This design comes from an exercise in tuning for small area, a short achievable clock period and few clock cycles on the open sky130 flow, not from production work.
Where RTL was checked, it was by simulation tests only, not by an equivalence proof against the original.
Only the layout flow was run in run 4; the RTL was not checked for function there.
Power and IR drop assume default switching activity.

### design.v
module cordic (
    input  wire        clk,
    input  wire        rst_n,
    input  wire        start,
    input  wire [15:0] x_in,
    input  wire [15:0] y_in,
    input  wire [15:0] z_in,
    output reg         done,
    output wire [15:0] x_out,
    output wire [15:0] y_out,
    output wire [15:0] z_out
);
    reg [15:0] x, y, z;
    reg        busy;
    reg [3:0]  ia, ib;
    wire [3:0] i_x = ia;
    wire [3:0] i_y = ~ib;
    wire [3:0] i_z = ia;
    function [15:0] add16;
        input [15:0] a, b;
        input ci;
        reg [15:0] p, g, pp, gg;
        begin
            p = a ^ b;
            g = a & b;
            gg = g; pp = p;
            gg[0] = g[0] | (p[0] & ci);
            gg[15] = gg[15] | (pp[15] & gg[14]); pp[15] = pp[15] & pp[14];
            gg[13] = gg[13] | (pp[13] & gg[12]); pp[13] = pp[13] & pp[12];
            gg[11] = gg[11] | (pp[11] & gg[10]); pp[11] = pp[11] & pp[10];
            gg[9] = gg[9] | (pp[9] & gg[8]); pp[9] = pp[9] & pp[8];
            gg[7] = gg[7] | (pp[7] & gg[6]); pp[7] = pp[7] & pp[6];
            gg[5] = gg[5] | (pp[5] & gg[4]); pp[5] = pp[5] & pp[4];
            gg[3] = gg[3] | (pp[3] & gg[2]); pp[3] = pp[3] & pp[2];
            gg[1] = gg[1] | (pp[1] & gg[0]); pp[1] = pp[1] & pp[0];
            gg[15] = gg[15] | (pp[15] & gg[13]); pp[15] = pp[15] & pp[13];
            gg[14] = gg[14] | (pp[14] & gg[13]); pp[14] = pp[14] & pp[13];
            gg[11] = gg[11] | (pp[11] & gg[9]); pp[11] = pp[11] & pp[9];
            gg[10] = gg[10] | (pp[10] & gg[9]); pp[10] = pp[10] & pp[9];
            gg[7] = gg[7] | (pp[7] & gg[5]); pp[7] = pp[7] & pp[5];
            gg[6] = gg[6] | (pp[6] & gg[5]); pp[6] = pp[6] & pp[5];
            gg[3] = gg[3] | (pp[3] & gg[1]); pp[3] = pp[3] & pp[1];
            gg[2] = gg[2] | (pp[2] & gg[1]); pp[2] = pp[2] & pp[1];
            gg[15] = gg[15] | (pp[15] & gg[11]); pp[15] = pp[15] & pp[11];
            gg[14] = gg[14] | (pp[14] & gg[11]); pp[14] = pp[14] & pp[11];
            gg[13] = gg[13] | (pp[13] & gg[11]); pp[13] = pp[13] & pp[11];
            gg[12] = gg[12] | (pp[12] & gg[11]); pp[12] = pp[12] & pp[11];
            gg[7] = gg[7] | (pp[7] & gg[3]); pp[7] = pp[7] & pp[3];
            gg[6] = gg[6] | (pp[6] & gg[3]); pp[6] = pp[6] & pp[3];
            gg[5] = gg[5] | (pp[5] & gg[3]); pp[5] = pp[5] & pp[3];
            gg[4] = gg[4] | (pp[4] & gg[3]); pp[4] = pp[4] & pp[3];
            gg[15] = gg[15] | (pp[15] & gg[7]); pp[15] = pp[15] & pp[7];
            gg[14] = gg[14] | (pp[14] & gg[7]); pp[14] = pp[14] & pp[7];
            gg[13] = gg[13] | (pp[13] & gg[7]); pp[13] = pp[13] & pp[7];
            gg[12] = gg[12] | (pp[12] & gg[7]); pp[12] = pp[12] & pp[7];
            gg[11] = gg[11] | (pp[11] & gg[7]); pp[11] = pp[11] & pp[7];
            gg[10] = gg[10] | (pp[10] & gg[7]); pp[10] = pp[10] & pp[7];
            gg[9] = gg[9] | (pp[9] & gg[7]); pp[9] = pp[9] & pp[7];
            gg[8] = gg[8] | (pp[8] & gg[7]); pp[8] = pp[8] & pp[7];
            add16 = p ^ {gg[14:0], ci};
        end
    endfunction
    function [15:0] zadd;
        input [3:0] i;
        input neg;
        begin
            case ({neg, i})
                {1'b0, 4'd0}: zadd = 16'he000;   
                {1'b1, 4'd0}: zadd = 16'h2000;   
                {1'b0, 4'd1}: zadd = 16'hed1c;   
                {1'b1, 4'd1}: zadd = 16'h12e4;   
                {1'b0, 4'd2}: zadd = 16'hf605;   
                {1'b1, 4'd2}: zadd = 16'h09fb;   
                {1'b0, 4'd3}: zadd = 16'hfaef;   
                {1'b1, 4'd3}: zadd = 16'h0511;   
                {1'b0, 4'd4}: zadd = 16'hfd75;   
                {1'b1, 4'd4}: zadd = 16'h028b;   
                {1'b0, 4'd5}: zadd = 16'hfeba;   
                {1'b1, 4'd5}: zadd = 16'h0146;   
                {1'b0, 4'd6}: zadd = 16'hff5d;   
                {1'b1, 4'd6}: zadd = 16'h00a3;   
                {1'b0, 4'd7}: zadd = 16'hffaf;   
                {1'b1, 4'd7}: zadd = 16'h0051;   
                {1'b0, 4'd8}: zadd = 16'hffd7;   
                {1'b1, 4'd8}: zadd = 16'h0029;   
                {1'b0, 4'd9}: zadd = 16'hffec;   
                {1'b1, 4'd9}: zadd = 16'h0014;   
                {1'b0, 4'd10}: zadd = 16'hfff6;   
                {1'b1, 4'd10}: zadd = 16'h000a;   
                {1'b0, 4'd11}: zadd = 16'hfffb;   
                {1'b1, 4'd11}: zadd = 16'h0005;   
                default: zadd = 16'h0000;
            endcase
        end
    endfunction
    function signed [15:0] shr;
        input signed [15:0] v;
        input [3:0] s;
        begin
            shr = v >>> s;
        end
    endfunction
    wire        neg = z[15];
    wire [15:0] xs  = shr(x, i_x);
    wire [15:0] ys  = shr(y, i_y);
    wire [15:0] xn  = add16(x, neg ? ys : ~ys, ~neg);
    wire [15:0] yn  = add16(y, neg ? ~xs : xs, neg);
    wire [15:0] zn  = add16(z, zadd(i_z, neg), 1'b0);
    always @(posedge clk) begin
        if (start) begin
            x <= x_in;
            y <= y_in;
            z <= z_in;
        end else begin
            x <= xn;
            y <= yn;
            z <= zn;
        end
    end
    always @(posedge clk) begin
        if (start) begin
            ia <= 4'd0;
            ib <= 4'd15;
        end else begin
            ia <= ia + 4'd1;
            ib <= ib - 4'd1;
        end
    end
    wire last = ia == 4'd11;
    always @(posedge clk or negedge rst_n) begin
        if (!rst_n) begin
            busy <= 1'b0;
            done <= 1'b0;
        end else begin
            done <= busy && last;
            if (start)     busy <= 1'b1;
            else if (last) busy <= 1'b0;
        end
    end
    assign x_out = x;
    assign y_out = y;
    assign z_out = z;
endmodule
### flow/run.sh
#!/bin/bash
# The standard layout with these changes:
# - synthesis is the standard script, with ABC's mapping script replaced by
#   flow/abc_map.script and without the step that maps adders to full- and
#   half-adder cells, so ABC maps the adders' logic itself (the registers are
#   mapped before ABC runs and are the standard synthesis's);
# - the port buffers are made from the smallest buffer cell;
# - timing repair aims at a setup slack of 6.5 ns;
# - clock tree synthesis adds no dummy loads.
set -euo pipefail
here=$(pwd)
{
  head -n 1 synth_recipe.tcl
  echo "proc abc {args} { set i [lsearch \$args -script]; lset args [expr {\$i + 1}] $here/flow/abc_map.script; yosys abc {*}\$args }"
  tail -n +2 synth_recipe.tcl
} > flow_synth.tcl
export BUFFER_PORTS_ARGS="-buffer_cell sky130_fd_sc_hd__buf_1"
cts_args="-sink_clustering_enable -repair_clock_nets -sink_clustering_size 30 -sink_clustering_max_diameter 100 -buf_list {sky130_fd_sc_hd__clkbuf_4 sky130_fd_sc_hd__clkbuf_8} -dont_use_dummy_load"
bash standard.sh CTS_ARGS="$cts_args" SYNTH_SCRIPT="$here/flow_synth.tcl" ADDER_MAP_FILE= SETUP_SLACK_MARGIN=6.5 finish > standard.log 2>&1
### flow/abc_map.script
strash
balance
rewrite
refactor
balance
rewrite
rewrite -z
balance
refactor -z
rewrite -z
balance
dch
map -a
topo
buffer -c
upsize -c
dnsize -c
### standard.sh
#!/bin/bash
# synth_recipe.tcl (not shown) runs the flow's synth.tcl, then flattens the netlist and writes it again
# the make line also repeats each setting of config.mk as NAME=value (left out here)
make -C /OpenROAD-flow-scripts/flow DESIGN_CONFIG=/design/flow/config.mk WORK_HOME=/design/flow/orfs CLKGATE_MAP_FILE= SYNTH_SCRIPT=/design/flow/synth_recipe.tcl "${@:-finish}"
### config.mk
export PLATFORM = sky130hd
export DESIGN_NAME = cordic
export DESIGN_NICKNAME = cordic
export VERILOG_FILES = /design/flow/design.v
export SDC_FILE = /design/flow/constraint.sdc
export NUM_CORES = 4
export LEC_CHECK = 0
export CAP_MARGIN = 20
export CORE_MARGIN = 2
export CORE_UTILIZATION = 40
export CTS_BUF_LIST = sky130_fd_sc_hd__clkbuf_4 sky130_fd_sc_hd__clkbuf_8
export CTS_CLUSTER_DIAMETER = 100
export CTS_CLUSTER_SIZE = 30
export PLACE_DENSITY = 0.7
export SLEW_MARGIN = 20
### constraint.sdc
create_clock -name core_clock -period 10.0 [get_ports {clk}]
set_input_delay 2.0000 -clock core_clock [delete_from_list [all_inputs] [get_ports {clk}]]
set_output_delay 2.0000 -clock core_clock [all_outputs]
set_load 0.01 [all_outputs]
==> key figures, run 1 <==
Placed design
  – Final HPWL DP: 11.4 mm
  – DP Worst Slack: 6210 ps
  – GPL Wtd Cong: 0.944
  – Port Buf Inserts: 99

Global route
  – Initial antenna violation count: 0
  – Busiest grt layer: met2
  – Vias in the first global route: 5256
  – Met1 Use GR: 25.7%
  – All-Layer GR Usage: 21.0%
  – Overflow after GRT: 0
  – First-pass GRT wire length: 24.1 mm
  – Met2 usage: 36.1%
  – Largest net degree at the start of global routing: 78
  – GR Layer Usage met3: 5.13%

Routing
  – Antenna-violating nets left: 0
  – Drt via density: 5.06
  – Routed len/inst: 12.8 um
  – First-pass iteration count of the detailed router: 5
  – WL final: 15.2 mm
  – DRT iter0 DRCs: 466
  – DR vias: 6012
  – DRC violation count after routing: 0

STA
  – Setup TNS: 0 ps
  – Final period utilization: 32.8%
  – PnR worst setup slack: 6720 ps
  – Minimum clock period: 3280 ps
  – RSZ-0062 raised after global routing: yes
  – Slew headroom: 38.8%
  – Worst Max-Slew Pin Slew: 913 ps
  – Hold Vio Cnt, Final: 0
  – Layout Skew: 15.7 ps
  – Fmax: 0.305 GHz
  – Final setup fails: 0
  – Fin. max-slew vios: 0

Clock tree
  – H-Tree Depth: 3
  – Worst-path clk slew: 70 ps
  – Clk buf depth: 2
  – CTS buffer count: 9
  – Root Buffer: clkbuf_8
  – Clk latency of the worst-skew pair: 380 ps
  – CTS tree: done
  – Clk sink count: 58

Floorplan
  – Area of the core: 0.0131 sq mm
  – Die Y: 120 um
  – Chip width: 120 um
  – # IOs: 100
  – Site Rows: 42
  – Initial Util: 40.7%
  – DIE AREA: 0.0143 sq mm

Setup path
  – Startpoint Class: flop
  – WS Path Type: flop to output port
  – CP endpoint kind: output port
  – Arr. time, crit path: 1280 ps
  – Required time worst endpoint: 8000 ps
  – CP max FO: 24

Layout
  – Syn-to-layout area delta: 12.4%
  – Layout cell share with drive strength beyond 1: 5.64%
  – Multi-input gate area: 0.00360 sq mm
  – Number of diodes: 0
  – Layout Nets: 1064
  – Fill cells: 1440
  – Seq. cell area: 0.00119 sq mm
  – Most frequent cells in the layout: nand2_1, nor2_1, inv_1, buf_1, o21ai_0
  – Most common cell after layout, fill and taps aside: nand2_1

Synth
  – Synth warn: 1
  – Register area share after synthesis: 21.9%
  – Synth area leaders: dfxtp_1, nand2_1, nor2_1
  – Syn_area_per_cell: 5.74 sq um
  – Net Count, Synth: 983
  – Synth top area share: 20.9%
  – Ys flop type: dfxtp_1
  – Seq cells post-synth: 58
  – Post-Synthesis Cell Area: 0.00535 sq mm
  – EDFF count, synth: 0
  – Async SR Flop Fraction: 3.45%
  – Post-synth top area cell: dfxtp_1
  – Synth unique cells: 47
  – Gate count of the mapped netlist: 932

Min path
  – Min-delay worst type: flop to flop

Power
  – Worst IR Drop VDD: 0.000168 V
  – Cell Pwr Density: 383 mW/mm^2
  – Leak: 2.82 nW

Job
  – Max Cap Viol: 0

Outcome
  – Status: timing/DRC/antenna clean
path summary, 6_finish.rpt:
check	from	endpoint	slack [ps]	cells after the start
min reg2reg	busy	busy	490	2
max in group asynchronous	rst_n	busy	8450	1
min	busy	busy	490	2
max reg2reg	ib[0]	x[15]	6830	18
min in group asynchronous	rst_n	done	1420	1
max	z[15]	z_out[15]	6720	2
through the flow:
| stage | cell area [sq um] | power, mW | hold WS (ps) | utilization [%] | cells |
|---|---|---|---|---|---|
| 2_1_floorplan | 5350 | 1.76 | 455 | - | 932 |
| 3_3_place_gp | 5780 | 2.10 | 481 | 44.0 | 1169 |
| 3_5_place_dp | 5780 | 2.12 | 478 | 44.0 | 1169 |
| 4_1_cts | 5920 | 2.30 | 490 | 45.0 | 1179 |
| 5_1_grt | 6010 | 2.55 | 537 | 45.8 | 1187 |
| 6_report | 6010 | 2.30 | 487 | 45.8 | 1187 |
critical path, cell delays in order (launching register included):
cell and delay [ps]:
dfxtp_1 340, buf_4 340, buf_1 220
state kept, by name, indices dropped and copies added, names as in the netlist:
signal / flops
busy: 1
ia: 4
ib: 4
z: 16
y: 16
done: 1
x: 16
cell type report:
class                           instances  share of cell area [%]
Multi-Input combinational cell        726                    59.8
Sequential cell                        58                    19.8
Timing Repair Buffer                  108                    7.43
Inverter                              108                    6.97
Tap cell                              176                    3.66
Clock buffer                            9                    2.06
Timing Repair inverter                  2                   0.208
cells in the mapped netlist, types with 2 or more instances:
cell type and number:
buf_1 3, o31ai_1 5, a211oi_1 2, and3_1 2, nand2_1 225, clkinv_1 2
o21ai_1 18, buf_4 2, clkbuf_1 21, nand3_1 19, nor3_2 2, a22o_1 2
o211ai_1 3, a21oi_2 2, buf_2 13, a21oi_1 58, o311ai_1 2, nor3_1 6
inv_2 4, maj3_1 2, o22ai_1 5, xnor2_1 13, nand2_2 4, dfxtp_1 56
o21ai_2 4, a32oi_1 2, nor2_1 170, a31oi_1 9, inv_1 101, and2_1 4
xor2_1 54, or2_2 3, o21ai_0 92, dfrtp_1 2, o221ai_1 8
cells by family after synthesis:
logic type	Yosys count	synth area share, %
XOR/XNOR	68	11.3
AND/OR/NAND/NOR	438	32.3
adder cells (fa/ha/maj)	2	0.374
buffers and inverters	148	11.0
AO/OA/AOI/OAI	218	23.2
flip-flops	58	21.9
layer usage:
metal	part of all wire, %	up-vias
li1	-	3155
met1	45	2667
met2	48	165
met3	5.5	25
met4	1.6	0
met5	0	-
where the power goes:
group          leakage, nW  internal [mW]  switching, mW
Combinational         2.26          0.617           1.07
Sequential           0.495          0.337          0.112
Clock               0.0647         0.0798         0.0911
timing repair:
action                                  CTS  global route
gates resized for setup                   4            18
hold endpoints to repair                  0             0
hold buffers                              0             0
endpoints found under the setup margin   22            27
buffers inserted                          0             7
gates cloned                              1             1
Testbench counts, summed over its fixed seeds: cycles 12,488.
==> run 2: changes to the inputs <==
--- a/flow/abc_map.script
+++ b/flow/abc_map.script
@@ -10,7 +10,7 @@
 rewrite -z
 balance
 dch
-map -a
+amap
 topo
 buffer -c
 upsize -c
--- a/config.mk
+++ b/config.mk
@@ -11,5 +11,4 @@
 export CTS_BUF_LIST = sky130_fd_sc_hd__clkbuf_4 sky130_fd_sc_hd__clkbuf_8
 export CTS_CLUSTER_DIAMETER = 100
 export CTS_CLUSTER_SIZE = 30
-export PLACE_DENSITY = 0.7
 export SLEW_MARGIN = 20
==> run 2 against run 1 <==
Net effect:
- synthesized cell count decreased by 13%
- critical path type is now flop to flop
- still clean
- clock power about the same
- synthesized area decreased by 6.6%
- critical endpoint is now z[13]
- fmax decreased by 1.7%
- clock-buffer cell count unchanged
==> key figures, run 2 <==
Outcome
  – Status: timing/DRC/antenna clean

Setup path
  – CP max FO: 14 (-42%)
  – Worst r2r path cells: 19 (+1)
  – CP endpoint kind: flop
  – Startpoint Class: flop
  – Required time worst endpoint: 10230 ps (+2230 ps)
  – Arr. time, crit path: 3570 ps (+2290 ps)
  – WS Path Type: flop to flop
  – Reg2Reg Launch Point: ia[3]
  – CP Launch Point: ia[3]

Min path
  – Hold Crit Depth: 1 (-1)
  – Min-delay worst type: flop to flop
  – Hold wc startpoint: ib[0]

Layout
  – Number of diodes: 0 (unchanged)
  – Most common cell after layout, fill and taps aside: nor2_1
  – Most frequent cells in the layout: nor2_1, nand2_1, buf_1, o21ai_0, a21oi_1
  – Util after Layout: 48.3% (+2.5 points)
  – Fill cells: 1362 (-5.4%)
  – Layout Nets: 950 (-11%)
  – Syn-to-layout area delta: 16.9%
  – Layout cell share with drive strength beyond 1: 10.3% (+4.6 points)
  – Seq. cell area: 0.00120 sq mm (+0.32%)
  – Multi-input gate area: 0.00355 sq mm (-1.3%)
  – Largest regs: x x16, y x16, z x16

Clock tree
  – Root Buffer: clkbuf_8
  – CTS tree: done
  – Worst-path clk slew: 60 ps (about the same)
  – Hold_buf cts: 0 (unchanged)
  – CTS buffer count: 9 (unchanged)
  – H-Tree Depth: 3 (unchanged)
  – Clk latency of the worst-skew pair: 370 ps (about the same)
  – Clk buf depth: 2 (unchanged)
  – Clk sink count: 58 (unchanged)

Synth
  – Synth Area in Adders: 0% (-0.37 points)
  – Async SR Flop Fraction: 3.45% (unchanged)
  – Post-synth top area cell: dfxtp_1
  – Synth warn: 1 (unchanged)
  – EDFF count, synth: 0 (unchanged)
  – Net Count, Synth: 865 (-12%)
  – Synth top area share: 22.4% (+1.5 points)
  – Register area share after synthesis: 23.4% (+1.5 points)
  – Syn_area_per_cell: 6.14 sq um (+6.9%)
  – Synth area leaders: dfxtp_1, nor2_1, a21oi_1
  – Combinational family with the most area after synthesis: compound AO/OA/AOI/OAI gates
  – Compound-cell area share of the yosys netlist: 45.0% (+22 points)
  – Synth Area in Simple Gates: 23.1% (-9.3 points)
  – Count leader, synth: nor2_1
  – Multiplexer area fraction after synthesis: 0% (unchanged)
  – Synth Area in XOR/XNOR: 0.350% (-11 points)
  – Synth unique cells: 52 (+11%)
  – Most frequent cells after synthesis: nor2_1, a21oi_1, o21ai_0
  – Seq cells post-synth: 58 (unchanged)
  – Gate count of the mapped netlist: 814 (-13%)
  – Ys flop type: dfxtp_1
  – Post-Synthesis Cell Area: 0.00500 sq mm (-6.6%)

Power
  – Worst IR Drop VDD: 0.000159 V (-5.7%)
  – Clock power share: 7.8% (+0.4 points)
  – Leak: 2.28 nW (-19%)
  – Comb power frac: 70.6% (-2.5 points)
  – Cell Pwr Density: 372 mW/mm^2 (-2.9%)
  – Sequential share of power: 21.6% (+2.1 points)
  – Switch Pwr: 1.17 mW (-7.5%)
  – Sw Share: 54.0% (-1.1 points)
  – Pwr Total: 2.17 mW (-5.6%)
  – Internal Dissipation: 0.999 mW (-3.4%)

STA
  – Minimum clock period: 3340 ps (+56.3 ps)
  – Final period utilization: 33.4% (+0.56 points)
  – RSZ-0062 raised after global routing: yes
  – Layout Skew: 6.75 ps (-8.96 ps)
  – Final setup fails: 0 (unchanged)
  – Slew headroom: 48.0% (+9.2 points)
  – Hold Vio Cnt, Final: 0 (unchanged)
  – Setup TNS: 0 ps (unchanged)
  – Worst Max-Slew Pin Slew: 780 ps (-133 ps)
  – WHS: 471 ps (-15.0 ps)
  – Fin. max-slew vios: 0 (unchanged)
  – Fmax: 0.300 GHz (-1.7%)

Global route
  – Initial antenna violation count: 0 (unchanged)
  – Overflow after GRT: 0 (unchanged)
  – Vias in the first global route: 4760 (-9.4%)
  – First-pass GRT wire length: 23.8 mm (-1.4%)
  – All-Layer GR Usage: 22.4% (+1.5 points)
  – Largest net degree at the start of global routing: 80 (+2.6%)

Placed design
  – Port Buf Inserts: 99 (unchanged)
  – Final HPWL DP: 11.0 mm (-3.9%)
  – GPL Wtd Cong: 0.920 (-2.5%)

Routing
  – Routed len/inst: 14.2 um (+11%)
  – DRT iter0 DRCs: 372 (-20%)
  – WL final: 15.1 mm (-0.40%)
  – Antenna-violating nets left: 0 (unchanged)
  – DRC violation count after routing: 0 (unchanged)
  – First-pass iteration count of the detailed router: 5 (unchanged)
  – DR vias: 5773 (-4.0%)
  – Drt via density: 5.42 (+7.0%)

Floorplan
  – Area of the core: 0.0121 sq mm (-7.8%)
  – # IOs: 100 (unchanged)
  – DIE AREA: 0.0134 sq mm (-6.4%)
  – Chip width: 116 um (-3.3%)
  – Site Rows: 40 (-4.8%)
  – Die Y: 116 um (-3.3%)
  – Initial Util: 41.3% (+0.53 points)

Job
  – Max Cap Viol: 0 (unchanged)
run 2: cell type report:
class,instances,area share (%)
Multi-Input combinational cell,654,60.8
Clock buffer,9,2.12
Tap cell,168,3.60
Timing Repair Buffer,118,8.88
Sequential cell,58,20.5
Inverter,57,4.07
Timing Repair inverter,1,0.0856
run 2: power by group through the flow:
| stage | logic (mW) | clock network, mW | registers, mW |
|---|---|---|---|
| 6_report | 1.53 | 0.170 | 0.469 |
| 5_1_grt | 1.75 | 0.183 | 0.488 |
| 4_1_cts | 1.44 | 0.176 | 0.466 |
| 3_5_place_dp | 1.40 | 0 | 0.470 |
| 3_3_place_gp | 1.39 | 0 | 0.473 |
| 2_1_floorplan | 1.10 | 0 | 0.458 |
run 2: path summary, 6_finish.rpt:
path | slack [ps] | to
worst max-delay path | 6660 | z[13]
worst min-delay path | 470 | ib[0]
worst max register to register | 6660 | z[13]
worst min register to register | 470 | ib[0]
max in group asynchronous | 8470 | done
min in group asynchronous | 1410 | busy
run 2: metal layers:
metal	up-vias	part of all wire, %	GRT usage (%)
met3	15	6.5	5.60
met5	-	0	0
li1	3082	-	-
met4	0	1.1	5.95
met1	2491	51	33.5
met2	185	41	32.0
run 2: cell families (layout without fill, tap and decap cells):
group	after synthesis	after routing
compound gates	363	363
simple gates	289	289
xor+xnor	2	2
buf+inv	102	185
flops	58	58
run 2: critical path, cell delays in order (launching register included):
cell        delay (ps)
dfxtp_4            450
clkinvlp_4         190
nor2_1             290
inv_1              160
a31oi_1            240
a31oi_1            100
nand2_1            100
o21ai_0            110
nor2_1             200
a21oi_2             60
nor2_1             180
a21oi_2             60
nor2_2             170
inv_2               50
o221ai_2           220
a21oi_4            140
o221ai_1           240
nor2_1              70
a21oi_1            130
o21ai_1             60
run 2: per-stage QoR:
step	setup slack [ps]	instance area [sq um]	instances
floorplan	6990	5000	814
global placement	5620	5400	1038
detailed placement	5580	5400	1038
CTS	6440	5600	1050
global route	6450	5850	1065
finish	6660	5850	1065
run 2: timing repair:
action	CTS	global route
gates resized for setup	19	43
cloned	1	0
endpoints found under the setup margin	48	44
setup buffers	2	15
pin swaps	1	7
hold endpoints to repair	0	0
==> run 3: changes to the inputs <==
--- a/flow/abc_map.script
+++ b/flow/abc_map.script
@@ -10,7 +10,7 @@
 rewrite -z
 balance
 dch
-amap
+map -a
 topo
 buffer -c
 upsize -c
==> run 3 against run 2 <==
Net effect:
- via count grew 3.4%
- clock-buffer cell count is the same
- final cell count grew 12%
- largest power group unchanged
==> key figures, run 3 <==
Synth
  – Synth unique cells: 47 (-9.6%)
  – Post-Synthesis Cell Area: 0.00535 sq mm (+7.1%)
  – EDFF count, synth: 0 (unchanged)
  – Synth area leaders: dfxtp_1, nand2_1, nor2_1
  – Ys flop type: dfxtp_1
  – Synth warn: 1 (unchanged)
  – Gate count of the mapped netlist: 932 (+14%)
  – Net Count, Synth: 983 (+14%)
  – Most frequent cells after synthesis: nand2_1, nor2_1, inv_1
  – Synth top area share: 20.9% (-1.5 points)
  – Register area share after synthesis: 21.9% (-1.5 points)
  – Seq cells post-synth: 58 (unchanged)
  – Async SR Flop Fraction: 3.45% (unchanged)
  – Count leader, synth: nand2_1
  – Syn_area_per_cell: 5.74 sq um (-6.5%)
  – Post-synth top area cell: dfxtp_1

Placed design
  – Final HPWL DP: 11.7 mm (+6.7%)
  – GPL Wtd Cong: 0.902 (-2.0%)
  – Post-DP Area: 0.00578 sq mm (+7.0%)
  – Port Buf Inserts: 99 (unchanged)

Clock tree
  – H-Tree Depth: 3 (unchanged)
  – Clk latency of the worst-skew pair: 370 ps (about the same)
  – Clk sink count: 58 (unchanged)
  – Clk buf depth: 2 (unchanged)
  – CTS buffer count: 9 (unchanged)
  – Root Buffer: clkbuf_8
  – CTS tree: done
  – Worst-path clk slew: 60 ps (about the same)

Global route
  – Overflow after GRT: 0 (unchanged)
  – Largest net degree at the start of global routing: 78 (-2.5%)
  – Vias in the first global route: 5452 (+15%)
  – Initial antenna violation count: 0 (unchanged)
  – First-pass GRT wire length: 25.6 mm (+7.4%)
  – All-Layer GR Usage: 22.1% (-0.29 points)

Layout
  – Most common cell after layout, fill and taps aside: nand2_1
  – Layout cell share with drive strength beyond 1: 6.02% (-4.2 points)
  – Util after Layout: 46.0% (-2.2 points)
  – Fin area: 0.00605 sq mm (+3.4%)
  – Syn-to-layout area delta: 12.9%
  – Most frequent cells in the layout: nand2_1, nor2_1, inv_1, buf_1, o21ai_0
  – Layout Nets: 1066 (+12%)
  – Largest regs: x x16, y x16, z x16
  – Number of diodes: 0 (unchanged)

Floorplan
  – Site Rows: 42 (+5.0%)
  – Area of the core: 0.0131 sq mm (+8.5%)
  – Die Y: 120 um (+3.4%)
  – DIE AREA: 0.0143 sq mm (+6.8%)
  – Initial Util: 40.7% (-0.53 points)
  – # IOs: 100 (unchanged)
  – Chip width: 120 um (+3.4%)

Power
  – Worst IR Drop VDD: 0.000150 V (-5.5%)
  – Leak: 2.83 nW (+24%)
  – Cell Pwr Density: 382 mW/mm^2 (+2.7%)
  – Pwr Total: 2.31 mW (+6.2%)

Setup path
  – Required time worst endpoint: 8000 ps (-2230 ps)
  – CP cell instances: buf_4 > buf_1
  – WS Path Type: flop to output port
  – Crit-path slowest cell: buf_4
  – Startpoint Class: flop
  – WP buf/inv: 2 (-1)
  – CP top delay family: buffers and inverters
  – CP max FO: 25 (+11)
  – Arr. time, crit path: 1220 ps (-2350 ps)
  – Worst path max stage delay: 340 ps (-110 ps)
  – CP endpoint kind: output port

Min path
  – Min-delay worst type: flop to flop

Routing
  – First-pass iteration count of the detailed router: 5 (unchanged)
  – DRT iter0 DRCs: 278 (-25%)
  – WL final: 15.6 mm (+3.2%)
  – Drt via density: 5.02 (-7.4%)
  – Antenna-violating nets left: 0 (unchanged)
  – Routed len/inst: 13.1 um (-7.6%)
  – DR vias: 5970 (+3.4%)
  – DRC violation count after routing: 0 (unchanged)

STA
  – Minimum clock period: 3220 ps (-117 ps)
  – Slew headroom: 37.5% (-11 points)
  – Hold Vio Cnt, Final: 0 (unchanged)
  – Fin. max-slew vios: 0 (unchanged)
  – Layout Skew: 15.9 ps (+9.12 ps)
  – RSZ-0062 raised after global routing: no
  – WHS: 494 ps (+22.7 ps)
  – Worst Max-Slew Pin Slew: 932 ps (+152 ps)
  – Setup TNS: 0 ps (unchanged)
  – Final setup fails: 0 (unchanged)
  – Final period utilization: 32.2% (-1.2 points)
  – Fmax: 0.310 GHz (+3.6%)

Outcome
  – Status: timing/DRC/antenna clean

Job
  – Max Cap Viol: 0 (unchanged)
==> run 3: cell types whose count changed after synthesis, moves of 32 or more <==
cell     delta
a21oi_1    -44
inv_1      +55
nand2_1   +124
o22a_1     -33
o22ai_1    -32
xor2_1     +54
==> run 3: kinds of logic (layout without fill, tap and decap cells) <==
group | count (synthesis) | after routing | synth area share [%]
simple gates | 438 | 438 | 32.3
compound gates | 218 | 218 | 23.2
buf+inv | 148 | 229 | 11.0
xor+xnor | 68 | 68 | 11.3
flops | 58 | 58 | 21.9
fa+ha+maj | 2 | 2 | 0.374
==> run 3: worst reg2reg max path, stage by stage, from the launching register on <==
cell and delay [ps]:
dfxtp_4 410, buf_4 210, nand2_1 70, o21ai_0 110
o21ai_0 360, nor2_1 100, o21ai_2 180, xor2_2 170
xor2_1 190, nand2_1 100, nand2_2 90, inv_2 50
o31ai_4 230, nand3b_1 130, nand2_2 140, inv_2 70
o21ai_1 180, xor2_1 160, o21ai_1 60
==> run 3: metal layers <==
| layer | routed length (um) | part of all wire [%] | global-route usage [%] | vias up |
|---|---|---|---|---|
| li1 | - | - | - | 3158 |
| met1 | 7160 | 46 | 28.1 | 2660 |
| met2 | 7490 | 48 | 37.7 | 127 |
| met3 | 651 | 4.2 | 4.18 | 25 |
| met4 | 311 | 2.0 | 7.35 | 0 |
| met5 | 0 | 0 | 0 | - |
==> run 3: cell type report <==
type | instances | area [sq um]
timing repair buffer | 109 | 454
multi-input combinational | 726 | 3610
sequential | 58 | 1190
tap | 176 | 220
fill | 1493 | 7090
clock buffer | 9 | 124
inverter | 108 | 425
timing repair inverter | 3 | 17.5
==> run 3: timing repair <==
item | CTS | global route
resized for setup | 6 | 23
setup buffers | 0 | 8
cloned | 1 | 2
hold buffers | 0 | 0
hold endpoints to repair | 0 | 0
setup endpoints to repair | 22 | 26
==> run 3: power by group <==
group / leakage (nW) / total [mW] / internal, mW / switching, mW
clock: 0.0647 / 0.170 / 0.0798 / 0.0899
sequential: 0.496 / 0.445 / 0.337 / 0.108
combinational: 2.27 / 1.69 / 0.620 / 1.07
==> run 3: path summary, 6_finish.rpt <==
kind	from	slack, ps	to	depth (start not counted)
min reg2reg	busy	490	busy	2
min	busy	490	busy	2
max in group asynchronous	rst_n	8450	busy	1
min in group asynchronous	rst_n	1420	done	1
max	z[15]	6780	z_out[15]	2
max reg2reg	ia[0]	6840	y[13]	18
==> run 3: per-stage QoR <==
stage / worst slack, ps / cells
after global placement: 6260 / 1169
after floorplan: 7070 / 932
after CTS: 6480 / 1179
after global routing: 6500 / 1189
final: 6780 / 1189
after detailed placement: 6190 / 1169
==> run 4: changes to the inputs <==
--- a/design.v
+++ b/design.v
@@ -101,10 +101,10 @@
         end
     endfunction
     wire        neg = z[15];
-    wire [15:0] xs  = shr(x, i_x);
-    wire [15:0] ys  = shr(y, i_y);
-    wire [15:0] xn  = add16(x, neg ? ys : ~ys, ~neg);
-    wire [15:0] yn  = add16(y, neg ? ~xs : xs, neg);
+    wire [15:0] xsi = shr(neg ? ~x : x, i_x);    
+    wire [15:0] ysi = shr(neg ? y : ~y, i_y);    
+    wire [15:0] xn  = add16(x, ysi, ~neg);
+    wire [15:0] yn  = add16(y, xsi, neg);
     wire [15:0] zn  = add16(z, zadd(i_z, neg), 1'b0);
     always @(posedge clk) begin
         if (start) begin
==> run 4 against run 3 <==
Net effect:
- global-route usage decreased by 0.64 points
- core utilization up 0.77 points
- largest cell class unchanged
- highest routed layer unchanged
- final cell count grew 0.25%
- clock power hardly changed
- synthesized area is 3.2% higher
- sequential power up 3%
- still clean
- largest power group unchanged
- synthesized cell count is 0.21% lower
- clock-buffer cell count stayed put
- combinational power rose by 9%
==> key figures, run 4 <==
Outcome
  – Status: timing/DRC/antenna clean

Floorplan
  – Chip width: 122 um (+1.6%)
  – Site Rows: 42 (unchanged)
  – # IOs: 100 (unchanged)
  – Initial Util: 41.4% (+0.66 points)
  – DIE AREA: 0.0148 sq mm (+3.1%)
  – Die Y: 122 um (+1.6%)
  – Area of the core: 0.0133 sq mm (+1.6%)

Min path
  – Min-delay worst type: flop to flop

Synth
  – Post-synth top area cell: dfxtp_1
  – Synth top area share: 20.3% (-0.66 points)
  – Ys flop type: dfxtp_1
  – Synth area leaders: dfxtp_1, nand2_1, nor2_1
  – Async SR Flop Fraction: 3.45% (unchanged)
  – Register area share after synthesis: 21.2% (-0.69 points)
  – Count leader, synth: nand2_1
  – Net Count, Synth: 981 (-0.20%)
  – Synth warn: 1 (unchanged)
  – Synth unique cells: 50 (+6.4%)
  – Syn_area_per_cell: 5.94 sq um (+3.5%)
  – Seq cells post-synth: 58 (unchanged)
  – Gate count of the mapped netlist: 930 (-0.21%)
  – Most frequent cells after synthesis: nand2_1, nor2_1, inv_1
  – EDFF count, synth: 0 (unchanged)
  – Post-Synthesis Cell Area: 0.00553 sq mm (+3.2%)

STA
  – RSZ-0062 raised after global routing: no
  – Hold Vio Cnt, Final: 0 (unchanged)
  – Layout Skew: 13.7 ps (-2.20 ps)
  – Slew headroom: 58.1% (+21 points)
  – Fin. max-slew vios: 0 (unchanged)
  – Setup TNS: 0 ps (unchanged)
  – Final period utilization: 31.7% (-0.50 points)
  – Worst Max-Slew Pin Slew: 628 ps (-304 ps)
  – Fmax: 0.315 GHz (+1.6%)
  – Final setup fails: 0 (unchanged)
  – Minimum clock period: 3170 ps (-49.6 ps)

Layout
  – Syn-to-layout area delta: 13.0% (about the same)
  – Most frequent cells in the layout: nand2_1, nor2_1, buf_1, inv_1, o21ai_0
  – Fill cells: 1510 (+1.1%)
  – Largest regs: x x16, y x16, z x16
  – Multi-input gate area: 0.00378 sq mm (+4.7%)
  – Seq. cell area: 0.00119 sq mm (-0.31%)
  – Number of diodes: 0 (unchanged)
  – Most common cell after layout, fill and taps aside: nand2_1
  – Layout cell share with drive strength beyond 1: 9.15% (+3.1 points)
  – Layout Nets: 1069 (+0.28%)
  – Fin cells: 1192 (+0.25%)

Job
  – Max Cap Viol: 0 (unchanged)

Clock tree
  – CTS buffer count: 9 (unchanged)
  – Clk buf depth: 2 (unchanged)
  – Root Buffer: clkbuf_8
  – H-Tree Depth: 3 (unchanged)
  – Worst-path clk slew: 60 ps (about the same)
  – Clk latency of the worst-skew pair: 360 ps (about the same)
  – Clk sink count: 58 (unchanged)
  – CTS tree: done

Power
  – Leak: 2.87 nW (+1.4%)
  – Worst IR Drop VDD: 0.000187 V (+25%)
  – Internal Dissipation: 1.10 mW (+6.4%)
  – Comb power frac: 74.4% (+1.0 points)
  – Cell Pwr Density: 395 mW/mm^2 (+3.6%)
  – Switch Pwr: 1.37 mW (+7.4%)
  – Sw Share: 55.3% (+0.23 points)
  – Clock power share: 7.0% (-0.4 points)
  – Sequential share of power: 18.6% (-0.7 points)

Routing
  – Antenna-violating nets left: 0 (unchanged)
  – DRC violation count after routing: 0 (unchanged)
  – First-pass iteration count of the detailed router: 5 (unchanged)
  – Routed len/inst: 13.3 um (+1.4%)
  – DR vias: 5972 (+0.034%)
  – DRT iter0 DRCs: 386 (+39%)
  – Drt via density: 5.01 (-0.22%)
  – WL final: 15.9 mm (+1.7%)

Placed design
  – Port Buf Inserts: 99 (unchanged)
  – Final HPWL DP: 11.9 mm (+1.4%)
  – GPL Wtd Cong: 0.917 (+1.6%)
  – Cell Count Post-Placement: 1167 (-0.17%)

Setup path
  – CP endpoint kind: flop
  – Arr. time, crit path: 3400 ps (+2180 ps)
  – Startpoint Class: flop
  – CP max FO: 17 (-32%)
  – WS Path Type: flop to flop
  – Required time worst endpoint: 10230 ps (+2230 ps)

Global route
  – Overflow after GRT: 0 (unchanged)
  – All-Layer GR Usage: 21.5% (-0.64 points)
  – First-pass GRT wire length: 25.1 mm (-2.0%)
  – Largest net degree at the start of global routing: 87 (+12%)
  – Vias in the first global route: 5148 (-5.6%)
  – Initial antenna violation count: 0 (unchanged)
[run 4: cell types whose count changed after synthesis, moves of 11 or more]
cell / before / now
o21ai_0: 92 / 64
o21ai_1: 18 / 46
inv_1: 101 / 80
nor2_1: 170 / 153
xor2_1: 54 / 43
[run 4: critical path, stage by stage (launching register included)]
cell and delay [ps]:
dfxtp_1 630, inv_2 240, nor2_1 130, inv_1 80, a21oi_1 110, a21oi_1 80
o21ai_0 130, o21ai_1 120, nand2_2 110, xor2_2 160, nand2_1 90, o21ai_2 130
a21oi_2 120, o22ai_2 180, nand4_1 130, nand2_2 140, nand3_1 80, o21ai_1 90
xor2_1 210, o21ai_1 80
[run 4: power by group through the flow]
stage          clock network, mW  registers [mW]  logic (mW)
2_1_floorplan                  0           0.471        1.40
3_3_place_gp                   0           0.465        1.78
3_5_place_dp                   0           0.463        1.79
4_1_cts                    0.180           0.460        1.80
5_1_grt                    0.186           0.477        2.09
6_report                   0.173           0.459        1.84
[run 4: worst paths after layout]
| kind | from | endpoint | slack, ps | cells past startpoint |
|---|---|---|---|---|
| max in group asynchronous | rst_n | done | 8470 | 1 |
| hold / removal | ia[0] | ia[0] | 500 | 1 |
| setup reg to reg | ib[1] | x[15] | 6830 | 19 |
| setup / recovery | ib[1] | x[15] | 6830 | 19 |
| min in group asynchronous | rst_n | busy | 1410 | 1 |
| hold reg to reg | ia[0] | ia[0] | 500 | 1 |
[run 4: kinds of logic (layout without fill, tap and decap cells)]
group                  count (synthesis)  after routing  synth area share, %
AND/OR/NAND/NOR                      451            451                 33.4
AO/OA/AOI/OAI                        217            217                 23.5
buffers and inverters                138            224                 10.9
XOR/XNOR                              66             66                 11.0
flip-flops                            58             58                 21.2
[run 4: final cells by class]
type	instances	share of cell area (%)
multi-input combinational	734	60.5
sequential	58	19.1
timing repair buffer	115	8.44
inverter	98	6.23
tap	176	3.53
clock buffer	9	1.98
timing repair inverter	2	0.200
[run 4: timing repair]
action / in CTS / in global routing
pin swaps: 0 / 1
hold buffers: 0 / 0
gates cloned: 0 / 3
gates resized for setup: 5 / 28
endpoints found under the setup margin: 12 / 38
buffers inserted: 0 / 13
hold endpoints to repair: 0 / 0
[run 4: layer usage]
layer,vias to the layer above,GRT usage [%],share of wire (%)
met4,0,7.18,1.8
met2,179,31.0,42
met1,2607,31.6,50
met5,-,0,0
li1,3165,-,-
met3,21,4.63,6.5
[run 4: through the flow]
stage	hold slack, ps	setup slack (ps)	cell area (sq um)	util, %	total power, mW
after floorplan	456	7250	5530	-	1.87
after detailed placement	507	6110	5900	44.2	2.25
after global placement	487	6180	5900	44.2	2.24
after CTS	525	6510	6040	45.2	2.44
after global routing	516	6500	6240	46.8	2.75
final	496	6830	6240	46.8	2.47

==> re-timing with driven ports <==
How much do the figures lean on ideal ports? The routed layouts below were timed once more, with nothing changed but the port constraints.
Step 1: set_driving_cell puts a clkbuf_16 on clk and a buf_2 on each other input, an assumption about the parent block.
Step 2, shift: input delay + t, output delay - t, t = (earliest + latest rising clock arrival at the registers) / 2. This alone moves slack from input paths to output paths.
Three values: no drivers, after step 1, after step 2; two values: the first two.
run	t, ns	setup slack, ns	hold slack, ns	worst setup path at the end	clock arrival spread, ns
run 1	0.402	6.718 / 6.683 / 6.637	0.487 / 0.487 / 0.487	input to register	0.016 / 0.016
run 2	0.400	6.662 / 6.662 / 6.570	0.471 / 0.471 / 0.471	input to register	0.007 / 0.007
run 3	0.395	6.779 / 6.744 / 6.627	0.494 / 0.494 / 0.494	input to register	0.016 / 0.016
run 4	0.395	6.829 / 6.807 / 6.479	0.496 / 0.496 / 0.496	input to register	0.014 / 0.013
After both steps every run listed still meets setup and hold. The setup slack of run 4, which loses most, moves by -0.022 ns with the drivers and by -0.350 ns with both steps.
